Source: an optimization exercise on an open RTL-to-GDS flow (aim: small area). Production flows keep margins and buffers that such runs may drop.
At most, simulation tests tie the RTL to the original design; equivalence was not proved.
Power figures rest on the tool's default switching activity, not on a simulated workload.

// maquina_estados
module maquina_estados(
	input clk,
	input rst,
	input arriba,
	input abajo,
	input izquierda,
	input derecha,
	input pausa,
	output hsync,
	output vsync,
	output [2:0] RED,
	output [2:0] GREEN,
	output [1:0] BLUE
	);
Settings: LEC_CHECK=0, CAP_MARGIN=20, CORE_MARGIN=2, CORE_UTILIZATION=70, GPL_ROUTABILITY_DRIVEN=1, PLACE_DENSITY=0.75, SLEW_MARGIN=20; clock period 12.0 ns.
standard.sh (not shown) runs the stock make flow with config.mk's settings and CLKGATE_MAP_FILE= SYNTH_SCRIPT=/design/flow/synth_recipe.tcl, a recipe that flattens the netlist after the stock synthesis.
==> flow/flow/run.sh <==
#!/bin/bash
# Layout flow: the standard flow (standard.sh) with two changes:
#  - synthesis maps the combinational logic with an area-oriented ABC script
#    (flow/abc_area.script) in place of ORFS's abc_speed.script; registers, synthesis
#    passes, flattening and renaming stay the standard ones (same synth_recipe.tcl);
#  - clock tree synthesis runs without dummy loads (flow/cts_args).
# Each step's output goes to its own log in this folder (synth.log, layout.log).
set -euo pipefail
here=$(pwd)
rm -rf "$here/scripts_area"
cp -r "$FLOW_HOME/scripts" "$here/scripts_area"
cp "$here/flow/abc_area.script" "$here/scripts_area/abc_speed.script"
cts=$(tr '\n' ' ' < "$here/flow/cts_args")
sed "s#^make -C #make SCRIPTS_DIR=$here/scripts_area CTS_ARGS='$cts' -C #" standard.sh > std_mod.sh
grep -q "SCRIPTS_DIR=$here/scripts_area CTS_ARGS=" std_mod.sh
bash std_mod.sh synth > synth.log 2>&1
bash std_mod.sh > layout.log 2>&1
==> flow/flow/abc_area.script <==
&get -n
&st
&deepsyn -T 60
&dch -f
&nf -a -R 1000
&put
topo
stime -c
dnsize -c
==> flow/flow/cts_args <==
-sink_clustering_enable -repair_clock_nets -dont_use_dummy_load -sink_clustering_size 16 -sink_clustering_max_diameter 50 -buf_list sky130_fd_sc_hd__clkbuf_8
Rerun with:
==> flow/flow/run.sh (replaced) <==
#!/bin/bash
# Layout flow: the standard flow (standard.sh) with three changes:
#  - synthesis maps the combinational logic with an area-oriented ABC script
#    (flow/abc_area.script) in place of ORFS's abc_speed.script; registers, synthesis
#    passes, flattening and renaming stay the standard ones (same synth_recipe.tcl);
#  - clock tree synthesis runs without dummy loads (flow/cts_args);
#  - every input and output port still gets its buffer, a buf_1 (flow/port_args).
# Each step's output goes to its own log in this folder (synth.log, layout.log).
set -euo pipefail
here=$(pwd)
rm -rf "$here/scripts_area"
cp -r "$FLOW_HOME/scripts" "$here/scripts_area"
cp "$here/flow/abc_area.script" "$here/scripts_area/abc_speed.script"
cts=$(tr '\n' ' ' < "$here/flow/cts_args")
ports=$(tr '\n' ' ' < "$here/flow/port_args")
sed "s#^make -C #make SCRIPTS_DIR=$here/scripts_area CTS_ARGS='$cts' BUFFER_PORTS_ARGS='$ports' -C #" standard.sh > std_mod.sh
grep -q "SCRIPTS_DIR=$here/scripts_area CTS_ARGS=" std_mod.sh
bash std_mod.sh synth > synth.log 2>&1
bash std_mod.sh > layout.log 2>&1
==> flow/flow/cts_args (replaced) <==
-sink_clustering_enable -repair_clock_nets -dont_use_dummy_load -sink_clustering_size 10 -sink_clustering_max_diameter 40 -buf_list sky130_fd_sc_hd__clkbuf_4
==> flow/flow/port_args (new file) <==
-buffer_cell sky130_fd_sc_hd__buf_1
What happened: The new run went through all stages and came out clean; critical path depth is unchanged; count of clock-buffer cells in the layout rises by 14; total power falls by 2.4%; via count stays flat; clock power falls by 8.4%; cell area falls by 1.2%.
Rerun with:
==> flow/flow/cts_args (replaced) <==
-sink_clustering_enable -repair_clock_nets -dont_use_dummy_load -sink_clustering_size 16 -sink_clustering_max_diameter 50 -buf_list sky130_fd_sc_hd__clkbuf_8
- The changed run passed the timing, design-rule and antenna checks
- worst setup slack gains 0.066 ns
- register-to-register slack gains 0.07 ns
- critical path depth is unchanged
- die area is unchanged
- maximum frequency came out higher slightly
- area after synthesis stays the same
- wire length came out lower slightly
- clock-buffer cell count came out lower by 12
Rerun with:
==> flow/flow/cts_args (replaced) <==
-sink_clustering_enable -repair_clock_nets -dont_use_dummy_load -sink_clustering_size 8 -sink_clustering_max_diameter 35 -buf_list sky130_fd_sc_hd__clkbuf_4
Outcome: The changed run went through all stages and came out clean. Clock-buffer cell count goes up by 20. Final cell count goes up by 1.4%. Power goes down by 1.1%.


maquina_estados, a different RTL version from the one above (not shown whole).
Size in the first run: ~1,300 cells after synthesis, ~310 flip-flops, about 12,000 sq um of cells after synthesis.
==> flow/config.mk <==
export PLATFORM = sky130hd
export DESIGN_NAME = maquina_estados
export DESIGN_NICKNAME = maquina_estados
export VERILOG_FILES = /design/flow/design.v
export SDC_FILE = /design/flow/constraint.sdc
export NUM_CORES = 8
export LEC_CHECK = 0
export CAP_MARGIN = 20
export CORE_MARGIN = 2
export CORE_UTILIZATION = 70
export CTS_BUF_LIST = sky130_fd_sc_hd__clkbuf_8
export CTS_CLUSTER_DIAMETER = 50
export CTS_CLUSTER_SIZE = 16
export GPL_ROUTABILITY_DRIVEN = 1
export PLACE_DENSITY = 0.75
export SLEW_MARGIN = 20
==> flow/constraint.sdc <==
create_clock -name core_clock -period 12.0 [get_ports {clk}]
set_input_delay 2.4000 -clock core_clock [delete_from_list [all_inputs] [get_ports {clk}]]
set_output_delay 2.4000 -clock core_clock [all_outputs]
set_load 0.01 [all_outputs]
==> flow/flow/run.sh <==
#!/bin/bash
# Layout flow: the standard flow (standard.sh), except that synthesis maps the
# combinational logic with an area-oriented ABC script (flow/abc_area.script) in place
# of ORFS's abc_speed.script. Registers, synthesis passes, flattening and renaming are
# the standard ones (same synth_recipe.tcl); only the ABC mapping script differs.
set -euo pipefail
here=$(pwd)
rm -rf "$here/scripts_area"
cp -r "$FLOW_HOME/scripts" "$here/scripts_area"
cp "$here/flow/abc_area.script" "$here/scripts_area/abc_speed.script"
# standard.sh's make command, with SCRIPTS_DIR pointing at the copy, for synthesis only
sed "s#^make -C #make SCRIPTS_DIR=$here/scripts_area -C #" standard.sh > std_area.sh
grep -q "SCRIPTS_DIR=$here/scripts_area" std_area.sh
bash std_area.sh synth > synth.log 2>&1
# the rest of the layout, unchanged
bash standard.sh > layout.log 2>&1
Scripts as last shown in full above: flow/flow/abc_area.script
The starting point went through all stages and came out clean.
Next try:
==> flow/flow/abc_area.script (replaced) <==
&get -n
&st
&dch -f
&nf -a -R 1000
&st
&syn2
&dch -f
&nf -a -R 1000
&st
&syn2
&dch -f
&nf -a -R 1000
&put
topo
stime -c
dnsize -c
Outcome: Design area went up by about 3.2%; fmax went down by about 1.7%; via count went up by 5.4%; clock power went down by about 8%; area after synthesis went up by 4.2%.
No functional check of the RTL was part of any run of this note.

-- separate check: timing with driven ports --
Ports are ideal in the flow. The routed layouts listed here were re-timed in OpenROAD. Step 1: set_driving_cell puts a clkbuf_16 on clk and a buf_2 on each other input, an assumption about the parent block. Step 2 moves the port delays by t, midway between the first and last clock arrival at a register: inputs arrive t later, outputs are due t later. That takes back most of the time a late clock gives input paths. Three values: no drivers, after step 1, after step 2; two values: the first two.
run	t (ns)	setup slack, ns	slew at the worst register clock pin (ns)	worst data-port slew with drivers (ns)	pins driven straight from the clock port
the first run of note 1	0.589	5.916 / 5.916 / 5.916	0.10 / 0.10	0.04	1
the second run of note 1	0.654	5.916 / 5.916 / 5.916	0.11 / 0.11	0.03	1
the third run of note 1	0.602	5.982 / 5.982 / 5.982	0.09 / 0.09	0.03	1
the fourth run of note 1	0.674	6.020 / 6.020 / 6.020	0.11 / 0.11	0.03	1
the first run of note 2	0.623	6.541 / 6.500 / 6.632	0.10 / 0.10	0.04	1
the second run of note 2	0.617	6.445 / 6.445 / 6.445	0.10 / 0.10	0.03	1
After both steps setup and hold are still met in every run listed.
